From an optimization exercise on the open Yosys and OpenROAD flow, aimed at small area, a short achievable clock period and few clock cycles; shortcuts taken in it are not production practice.
No run shown here included a check of the RTL's function; only the layout flow was run.
No activity file was given, so power comes from the tool's default toggle rates.

<file path="flow/config.mk">
export PLATFORM = sky130hd
export DESIGN_NAME = processor
export DESIGN_NICKNAME = processor
export VERILOG_FILES = /design/flow/design.v
export SDC_FILE = /design/flow/constraint.sdc
export NUM_CORES = 4
export LEC_CHECK = 0
export CAP_MARGIN = 20
export CORE_MARGIN = 2
export CORE_UTILIZATION = 40
export SETUP_SLACK_MARGIN = 0.2
export SLEW_MARGIN = 20
</file>
<file path="flow/constraint.sdc">
create_clock -name core_clock -period 11.0 [get_ports {clk}]
set_input_delay 2.2000 -clock core_clock [delete_from_list [all_inputs] [get_ports {clk}]]
set_output_delay 2.2000 -clock core_clock [all_outputs]
set_load 0.01 [all_outputs]
</file>
<file path="flow/design.v">
`default_nettype none
module processor( input         clk, reset,
                  output [31:0] PC,
                  input  [31:0] instruction,
                  output        WE,
                  output [31:0] address_to_mem,
                  output [31:0] data_to_mem,
                  input  [31:0] data_from_mem
                );
    reg  [31:0] pc_q;
    reg  [31:0] rf [1:31];
    reg  [31:0] a_e, b_e, pc_e;
    reg  [20:0] imm_e;
    reg  [4:0]  rd_e;
    reg         wen_e, load_e, store_e, beq_e, blt_e, jal_e, jalr_e;
    reg         sel_sum_e, sub_e, kill_e, sel_avg_e, sel_and_e, sel_srl_e, sel_addr_e;
    reg  [31:0] res_m, data_m;
    reg  [4:0]  rd_m;
    reg         wen_m, load_m, we_m;
    assign PC             = pc_q;
    assign WE             = we_m;
    assign address_to_mem = res_m;
    assign data_to_mem    = data_m;
    wire [6:0] op  = instruction[6:0];
    wire [2:0] f3  = instruction[14:12];
    wire [4:0] rs1 = instruction[19:15];
    wire [4:0] rs2 = instruction[24:20];
    wire [4:0] rd  = instruction[11:7];
    wire       f7z = instruction[31:25] == 7'b0000000;
    wire       f7s = instruction[31:25] == 7'b0100000;
    wire d_r    = op == 7'b0110011;
    wire d_v    = op == 7'b0001011;
    wire d_i    = op == 7'b0010011;
    wire d_l    = op == 7'b0000011;
    wire d_s    = op == 7'b0100011;
    wire d_b    = op == 7'b1100011;
    wire d_jal  = op == 7'b1101111;
    wire d_jalr = op == 7'b1100111;
    wire d_add  = d_r & f7z & (f3 == 3'b000);
    wire d_sub  = d_r & f7s & (f3 == 3'b000);
    wire d_and  = d_r & f7z & (f3 == 3'b111);
    wire d_srl  = d_r & f7z & (f3 == 3'b101);
    wire d_addv = d_v & f7z & (f3 == 3'b000);
    wire d_avgv = d_v & f7z & (f3 == 3'b001);
    wire d_beq  = d_b & (f3 == 3'b000);
    wire d_blt  = d_b & (f3 == 3'b100);
    wire d_use1 = d_r | d_v | d_i | d_l | d_s | d_b | d_jalr;
    wire d_use2 = d_r | d_v | d_s | d_b;
    wire d_wen  = (d_add | d_sub | d_and | d_srl | d_addv | d_avgv | d_i | d_l | d_jal | d_jalr)
                  & (rd != 5'd0);
    reg [20:0] d_imm;
    always @(*) begin
        if (d_s)        d_imm = {9'd0, instruction[31:25], instruction[11:7]};
        else if (d_b)   d_imm = {8'd0, instruction[31], instruction[7], instruction[30:25],
                                 instruction[11:8], 1'b0};
        else if (d_jal) d_imm = {instruction[31], instruction[19:12], instruction[20],
                                 instruction[30:21], 1'b0};
        else            d_imm = {9'd0, instruction[31:20]};
    end
    wire [31:0] bi = sub_e ? ~b_e : b_e;
    wire        pk = ~kill_e;
    wire [35:0] sx = {1'b0, a_e[31:24], pk, a_e[23:16], pk, a_e[15:8], pk, a_e[7:0]}
                   + {1'b0, bi[31:24], 1'b0, bi[23:16], 1'b0, bi[15:8], 1'b0, bi[7:0]}
                   + {35'd0, sub_e};
    wire [31:0] sum_r = {sx[34:27], sx[25:18], sx[16:9], sx[7:0]};
    wire [31:0] avg_r = {sx[35:28], sx[26:19], sx[17:10], sx[8:1]};
    wire [31:0] and_r = a_e & b_e;
    wire [31:0] srl_r = (|b_e[31:5]) ? 32'd0 : (a_e >> b_e[4:0]);
    wire [31:0] addr  = a_e + {20'd0, imm_e[11:0]};
    wire [31:0] link  = pc_e + 32'd4;
    wire [31:0] tgt   = pc_e + {11'd0, imm_e};
    wire [31:0] res_e = ({32{sel_sum_e}}  & sum_r)
                      | ({32{sel_avg_e}}  & avg_r)
                      | ({32{sel_and_e}}  & and_r)
                      | ({32{sel_srl_e}}  & srl_r)
                      | ({32{sel_addr_e}} & addr)
                      | ({32{jal_e | jalr_e}} & link);
    wire eq = a_e == b_e;
    wire lt = (a_e[31] ^ b_e[31]) ? a_e[31] : sx[34];
    wire redirect = (beq_e & eq) | (blt_e & lt) | jal_e | jalr_e;
    wire [31:0] target = jalr_e ? addr : tgt;
    wire [31:0] wb = load_m ? data_from_mem : res_m;
    always @(posedge clk) begin
        if (wen_m) rf[rd_m] <= wb;
    end
    wire [31:0] rf1 = (rs1 == 5'd0) ? 32'd0 : rf[rs1];
    wire [31:0] rf2 = (rs2 == 5'd0) ? 32'd0 : rf[rs2];
    wire hit1e = wen_e & (rd_e == rs1);
    wire hit2e = wen_e & (rd_e == rs2);
    wire hit1m = wen_m & (rd_m == rs1);
    wire hit2m = wen_m & (rd_m == rs2);
    wire [31:0] fwd1 = hit1e ? res_e : hit1m ? wb : rf1;
    wire [31:0] fwd2 = hit2e ? res_e : hit2m ? wb : rf2;
    wire stall = load_e & ((d_use1 & hit1e) | (d_use2 & hit2e));
    wire bubble = redirect | stall;
    always @(posedge clk or posedge reset) begin
        if (reset) begin
            pc_q <= 32'd0;
            wen_e <= 1'b0; load_e <= 1'b0; store_e <= 1'b0;
            beq_e <= 1'b0; blt_e <= 1'b0; jal_e <= 1'b0; jalr_e <= 1'b0;
            wen_m <= 1'b0; load_m <= 1'b0; we_m <= 1'b0;
        end else begin
            pc_q <= redirect ? target : stall ? pc_q : pc_q + 32'd4;
            wen_e   <= ~bubble & d_wen;
            load_e  <= ~bubble & d_l;
            store_e <= ~bubble & d_s;
            beq_e   <= ~bubble & d_beq;
            blt_e   <= ~bubble & d_blt;
            jal_e   <= ~bubble & d_jal;
            jalr_e  <= ~bubble & d_jalr;
            wen_m   <= wen_e;
            load_m  <= load_e;
            we_m    <= store_e;
        end
    end
    always @(posedge clk) begin
        a_e <= fwd1;
        b_e <= fwd2;
        pc_e <= pc_q;
        imm_e <= d_imm;
        rd_e <= rd;
        sel_sum_e  <= d_add | d_sub | d_addv | d_b;
        sub_e      <= d_sub | d_b;
        kill_e     <= d_addv | d_avgv;
        sel_avg_e  <= d_avgv;
        sel_and_e  <= d_and;
        sel_srl_e  <= d_srl;
        sel_addr_e <= d_i | d_l | d_s;
        res_m  <= res_e;
        data_m <= b_e;
        rd_m   <= rd_e;
    end
endmodule
`default_nettype wire
</file>
<file path="flow/run.sh">
#!/bin/bash
# synth_recipe.tcl (not shown) runs the flow's synth.tcl, then flattens the netlist and writes it again
# the make line also repeats each setting of config.mk as NAME=value (left out here)
make -C /OpenROAD-flow-scripts/flow DESIGN_CONFIG=/design/flow/config.mk WORK_HOME=/design/flow/orfs CLKGATE_MAP_FILE= SYNTH_SCRIPT=/design/flow/synth_recipe.tcl finish
</file>
==> impl_metrics.py, run 1 <==
metrics = {
    "logic_synthesis": {
        "ys_types": 93,
        "synthArstFlopShare_pct": 3.41,
        "ys_seq_area_share_pct": 54.9,
        "ys_ff_latch": 1232,
        "synthCells": 4256,
        "ys.flop_type": "edfxtp_1",
        "syn-num-nets": 4425,
        "yosys_warnings": 1,
        "netlist_area_um2": 63400,
        "synth_edf_count": 992,
        "synth_area_per_cell_um2": 14.9,
    },
    "sta": {
        "setup_slack_ps": 5450,
        "finalCritPeriodShare_pct": 50.4,
        "relSlewSlack_pct": 20.1,
        "hold_viol_final": 0,
        "fin_skew_ps": 36.0,
        "fmax_ghz": 0.180,
        "final-setup-viol-count": 0,
        "period_needed_ps": 5550,
        "tns_ps": 0,
        "tightest_slew_ps": 1170,
        "rsz0062_at_grt": "false",
        "maxSlewViolCount": 0,
    },
    "die": {
        "fp.dieW_um": 402,
        "row_count": 146,
        "die_area_um2": 162000,
        "core_area_um2": 158000,
        "num_io_pins": 163,
        "dieHeight_um": 402,
        "start_util_pct": 40.1,
    },
    "clock_tree": {
        "cts_root_buf": "clkbuf_16",
        "cts_buffers": 130,
        "cts_buffer_depth": 3,
        "cts_tree": "done",
        "cts_sinks": 1232,
        "post_cts_buffers": 0,
        "postCtsResizedCells": 0,
        "clk_pin_slew_ps": 60,
        "cts_hold_repair.buffers": 0,
        "htreeDepth": 4,
        "clk-insertion-delay-late_ps": 810,
    },
    "worst_hold_path": {
        "hp-class": "flop to flop",
        "holdCritStartpoint": "store_e$_DFF_PP0_",
    },
    "final_layout": {
        "area.growth.synth_to_final_pct": 13.2,
        "n_fill_cell": 13900,
        "final_cell_mix": "edfxtp_1 (992), mux4_2 (517), mux2i_1 (252), a21oi_1 (226), nor2_1 (212)",
        "layout_commonest_cell": "edfxtp_1",
        "nNetsFinal": 4513,
        "drive_above_1_share_pct": 22.4,
        "fin_cells": 6536,
    },
    "worst_setup_path": {
        "crit_type": "primary input to flop",
        "crit_family": "buffers and inverters",
        "critPathMaxStageDelay_ps": 690,
        "worstPathArrival_ps": 6230,
        "cp_cell_sequence": "buf_8, buf_12, xor2_1, nor4_1, and3_2, buf_4, a32o_1, nor2_1, nand4_1, xnor2_1, mux2_1",
        "startpoint_type": "primary input",
        "worstPathMaxFanout": 90,
        "setup.worst_path.end_class": "flop",
        "worst-path-buf-inv": 3,
        "reg2reg_from": "sub_e$_DFF_P_",
        "worst_path_max_delay_cell": "a32o_1",
        "startpoint": "instruction[16]",
        "crit_required_ps": 11680,
    },
    "global_route": {
        "grt_max_degree": 135,
        "grt_usage_pct": 27.8,
        "overflow": 0,
        "grt_pass1_vias": 41600,
        "antenna_found_initial": 9,
        "grt_pass1_wl_mm": 318,
    },
    "placement": {
        "place_ws_ps": 4760,
        "gp_congestion": 0.986,
        "place_inst": 6282,
        "io_buffers": 162,
        "detailed_place_hpwl_mm": 143,
    },
    "routing": {
        "drc": 0,
        "wl_per_cell_um": 34.9,
        "ant_nets": 0,
        "wl_mm": 228,
        "drt-pass1-iter-count": 6,
        "avgViaCountPerCell": 6.51,
        "vias": 42500,
        "drt-initial-drc-count": 5605,
    },
    "pwr": {
        "max-vdd-ir-drop_v": 0.000164,
        "p_leak_nw": 24.6,
        "p_per_area_nw_per_um2": 165,
    },
    "run_status": {
        "run_status": "complete, no violations",
    },
    "job": {
        "maxCapViolCount": 0,
    },
}
[layout make-up]
| class | instances | area [µm²] | area share [%] |
|---|---|---|---|
| tap | 2072 | 2590 | 3.61 |
| timing repair buffer | 261 | 2450 | 3.41 |
| antenna | 11 | 27.5 | 0.0384 |
| clock buffer | 166 | 3530 | 4.93 |
| inverter | 52 | 196 | 0.274 |
| multi-input combinational | 2667 | 27300 | 38.1 |
| clock inverter | 75 | 807 | 1.13 |
| sequential | 1232 | 34800 | 48.5 |
[synth_stat cells (all sizes together), types with 18 or more instances]
master  number  area (µm²)
a221oi      38         333
nor2       246         923
edfxtp     992       29800
o21ai      102         510
a22oi       33         248
o211ai      28         210
a21oi      230        1160
o21a        23         173
o221ai      25         219
and3        35         219
a211oi      76         576
o22ai       21         131
mux2i      252        2520
clkbuf     164         616
mux4       517       11600
inv         51         191
mux2        78         882
nand3       90         450
nor2b       30         195
nand4       40         265
a21o        25         188
a31oi       18         113
ha         100        1250
dfrtp       42        1050
nor4        35         225
nand2      164         616
nor3        30         170
dfxtp      198        3960
buf        141         785
nand2b      18         113
xor2       110         963
xnor2       72         631
[stage by stage]
| stage | instance area [µm²] | total power [mW] | util [%] | hold WS, ps |
|---|---|---|---|---|
| after global routing | 71700 | 12.1 | 45.4 | 378 |
| after floorplan | 63400 | 6.60 | - | 331 |
| after CTS | 71700 | 11.8 | 45.4 | 371 |
| after detailed placement | 67300 | 7.32 | 42.7 | 348 |
| final | 71700 | 11.8 | 45.4 | 370 |
| after global placement | 67200 | 7.32 | 42.6 | 333 |
[path summary, 6_finish.rpt]
check	endpoint	slack [ps]	cells past startpoint
worst max-delay path	pc_q[13]$_DFFE_PP0P_	5450	11
worst min-delay path	we_m$_DFF_PP0_	370	0
worst max register to register	a_e[31]$_DFF_P_	6400	11
worst min register to register	we_m$_DFF_PP0_	370	0
max in group asynchronous	load_m$_DFF_PP0_	8560	2
min in group asynchronous	pc_q[3]$_DFFE_PP0P_	1880	2
[sequential cells by signal, summed over array words and instances, names as in the netlist, 5 cells and up]
signal and count:
pc_q 32, a_e 32, pc_e 32, rd_e 5, b_e 32, rd_m 5
res_m 32, data_m 32, rf 992, imm_e 21
[metal layers]
layer,global-route usage (%),share of wire (%),vias to the layer above
li1,-,-,17500
met1,36.5,39,22200
met2,44.6,47,2368
met3,5.72,9.3,451
met4,12.2,4.5,4
met5,0,0.012,-
[power breakdown]
group	leakage, nW	switching (mW)	internal [mW]
logic	10.9	1.12	0.788
clock network	2.13	1.93	2.60
registers	11.6	0.251	5.11
total	24.6	3.30	8.50
[kinds of logic after synthesis]
logic type               share of synthesized area (%)
XOR/XNOR                                          2.52
adder cells (fa/ha/maj)                           2.07
AO/OA/AOI/OAI                                     8.03
flip-flops                                        54.9
multiplexers                                      23.8
AND/OR/NAND/NOR                                   6.19
buffers and inverters                             2.52
==> run 2: changes to the inputs <==
--- a/flow/config.mk
+++ b/flow/config.mk
@@ -8,5 +8,5 @@
 export CAP_MARGIN = 20
 export CORE_MARGIN = 2
 export CORE_UTILIZATION = 40
-export SETUP_SLACK_MARGIN = 0.2
+export SETUP_SLACK_MARGIN = 5
 export SLEW_MARGIN = 20
==> run 2 against run 1 <==
- synthesized area unchanged
- sequential cell count did not move
- largest power group unchanged
- power stayed put
- combinational power hardly changed
- clock power about the same
- first-iteration DRC count unchanged
- cell area unchanged
- critical path depth did not move
- critical path type unchanged
- still clean on timing, DRC and antenna
- sequential share of layout area is the same
- sequential power barely moved
==> impl_metrics.py, run 2 <==
metrics = {
    "run_status": {
        "run_status": "complete, no violations",
    },
    "worst_setup_path": {
        "startpoint_type": "primary input",
        "worst_path_max_delay_cell": "a32o_1",
        "critPathMaxStageDelay_ps": 690,
        "worstPathMaxFanout": 90,
        "cp_cell_sequence": "buf_8, buf_12, xor2_1, nor4_1, and3_2, buf_4, a32o_1, nor2_1, nand4_1, xnor2_1, mux2_1",
        "crit_required_ps": 11680,
        "worstPathArrival_ps": 6230,
        "setup.worst_path.end_class": "flop",
        "crit_type": "primary input to flop",
    },
    "final_layout": {
        "top_register": "rf",
        "drive_above_1_share_pct": 22.4,
        "area.growth.synth_to_final_pct": 13.2,
        "nNetsFinal": 4513,
        "layout_commonest_cell": "edfxtp_1",
        "final_cell_mix": "edfxtp_1 (992), mux4_2 (517), mux2i_1 (252), a21oi_1 (226), nor2_1 (212)",
        "n_fill_cell": 13900,
        "largest_reg_flops": 992,
    },
    "sta": {
        "tns_ps": 0,
        "final-setup-viol-count": 0,
        "finalCritPeriodShare_pct": 50.4,
        "period_needed_ps": 5550,
        "fmax_ghz": 0.180,
        "hold_viol_final": 0,
        "maxSlewViolCount": 0,
        "tightest_slew_ps": 1170,
        "rsz0062_at_grt": "false",
        "relSlewSlack_pct": 20.1,
        "fin_skew_ps": 36.0,
    },
    "die": {
        "core_area_um2": 158000,
        "die_area_um2": 162000,
        "num_io_pins": 163,
        "dieHeight_um": 402,
        "start_util_pct": 40.1,
        "row_count": 146,
        "fp.dieW_um": 402,
    },
    "clock_tree": {
        "cts_buffer_depth": 3,
        "clk-insertion-delay-late_ps": 810,
        "htreeDepth": 4,
        "clk_pin_slew_ps": 60,
        "cts_buffers": 130,
        "post_cts_buffers": 0,
        "cts_hold_repair.buffers": 0,
        "postCtsResizedCells": 0,
        "cts_sinks": 1232,
        "cts_root_buf": "clkbuf_16",
        "cts_tree": "done",
    },
    "logic_synthesis": {
        "syn-num-nets": 4425,
        "yosys_warnings": 1,
        "synthTopCellsByCount": "edfxtp_1 (992), mux4_2 (517), mux2i_1 (252)",
        "yosysMostFrequentCell": "edfxtp_1",
        "ys_seq_area_share_pct": 54.9,
        "synth_area_per_cell_um2": 14.9,
        "ys_types": 93,
        "ys_ff_latch": 1232,
        "netlist_area_um2": 63400,
        "synthCells": 4256,
        "synth.area.top_cells": "edfxtp_1 (47%), mux4_2 (18%), dfxtp_1 (6.3%)",
        "ys.flop_type": "edfxtp_1",
        "synth_edf_count": 992,
        "synthArstFlopShare_pct": 3.41,
        "yosys.area.top_type": "edfxtp_1",
        "netlist.area_leader.share_pct": 47.0,
    },
    "global_route": {
        "grt_pass1_wl_mm": 318,
        "overflow": 0,
        "grt_usage_pct": 27.8,
        "grt_max_degree": 135,
        "antenna_found_initial": 9,
        "grt_pass1_vias": 41600,
    },
    "routing": {
        "drt-pass1-iter-count": 6,
        "ant_nets": 0,
        "drt-initial-drc-count": 5605,
        "drc": 0,
        "avgViaCountPerCell": 6.51,
        "vias": 42500,
        "wl_mm": 228,
        "wl_per_cell_um": 34.9,
    },
    "worst_hold_path": {
        "hp-class": "flop to flop",
    },
    "pwr": {
        "p_per_area_nw_per_um2": 165,
        "finalPower_mw": 11.8,
        "p_leak_nw": 24.6,
        "max-vdd-ir-drop_v": 0.000164,
    },
    "placement": {
        "io_buffers": 162,
        "detailed_place_hpwl_mm": 143,
        "gp_congestion": 0.986,
    },
    "job": {
        "maxCapViolCount": 0,
    },
}
==> run 2: cell counts after synthesis <==
No cell type changed its count.
==> run 2: area by class of cell <==
class	instances	area (µm²)	area share [%]
well taps	2072	2590	3.61
inverters	52	196	0.274
clock buffers	166	3530	4.93
diodes	11	27.5	0.0384
repair buffers	261	2450	3.41
flip-flops and latches	1232	34800	48.5
multi-input cells	2667	27300	38.1
clock inverters	75	807	1.13
==> run 2: final timing paths <==
kind                                    from                   end  slack [ps]  cells after the start
setup / recovery             instruction[16]  pc_q[13]$_DFFE_PP0P_        5450                     11
hold reg to reg            store_e$_DFF_PP0_        we_m$_DFF_PP0_         370                      0
setup reg to reg               sub_e$_DFF_P_       a_e[31]$_DFF_P_        6400                     11
max in group asynchronous              reset      load_m$_DFF_PP0_        8560                      2
hold / removal             store_e$_DFF_PP0_        we_m$_DFF_PP0_         370                      0
min in group asynchronous              reset   pc_q[3]$_DFFE_PP0P_        1880                      2
==> run 2: cell families (layout without fill, tap and decap cells) <==
| group | Yosys count | in the layout | share of synthesized area, % |
|---|---|---|---|
| AO/OA/AOI/OAI | 748 | 748 | 8.03 |
| XOR/XNOR | 182 | 182 | 2.52 |
| other | 0 | 11 | 0 |
| AND/OR/NAND/NOR | 787 | 787 | 6.19 |
| flip-flops | 1232 | 1232 | 54.9 |
| multiplexers | 847 | 847 | 23.8 |
| buffers and inverters | 357 | 554 | 2.52 |
| adder cells (fa/ha/maj) | 103 | 103 | 2.07 |
==> run 2: power by group <==
group / total, mW / switching (mW) / leakage (nW) / internal, mW
sequential: 5.37 / 0.251 / 11.6 / 5.11
clock: 4.53 / 1.93 / 2.13 / 2.60
combinational: 1.91 / 1.12 / 10.9 / 0.788
==> run 2: metal layers <==
layer | vias to the layer above | wire length [µm] | GRT usage [%]
met5 | - | 27 | 0
met2 | 2368 | 108000 | 44.6
met3 | 451 | 21100 | 5.72
met1 | 22200 | 88700 | 36.5
li1 | 17500 | - | -
met4 | 4 | 10300 | 12.2
==> run 2: critical path: cells and delay by family <==
family	cells	cell delay (ps)
simple gates	4	1190
mux	1	280
xor+xnor	2	240
buf+inv	3	1380
compound gates	1	690
==> run 2: stage by stage <==
step                      utilization, %  area (µm²)  std cells  setup WS [ps]  hold WS, ps
after floorplan                        -       63400       4256           6590          331
after global placement              42.6       67200       6277           4530          333
after detailed placement            42.7       67300       6282           4760          348
after CTS                           45.4       71700       6523           5600          371
after global routing                45.4       71700       6525           5350          378
final                               45.4       71700       6536           5450          370

-- what the ideal ports hide --
The results above use ideal ports. As a check the final layouts listed here were re-extracted and re-timed, cells and wires unchanged.
Step 1: set_driving_cell puts a clkbuf_16 on clk and a buf_2 on each other input, an assumption about the parent block.
Step 2 adds t to the input delays and takes it off the output delays; t is the mean of the earliest and latest rising clock arrival at the registers after step 1. Input paths then give back, and output paths get back, about the clock's delay inside the block.
a / b / c = ideal ports / drivers / drivers and shift; a / b = the first two.
| run | shift t [ns] | slack for setup (ns) | worst setup path after step 2 | worst register clock-pin slew, ns |
|---|---|---|---|---|
| run 1 | 0.880 | 5.455 / 5.458 / 4.578 | input to register | 0.07 / 0.07 |
| run 2 | 0.880 | 5.455 / 5.458 / 4.578 | input to register | 0.07 / 0.07 |
After both steps setup and hold are still met in every run listed.
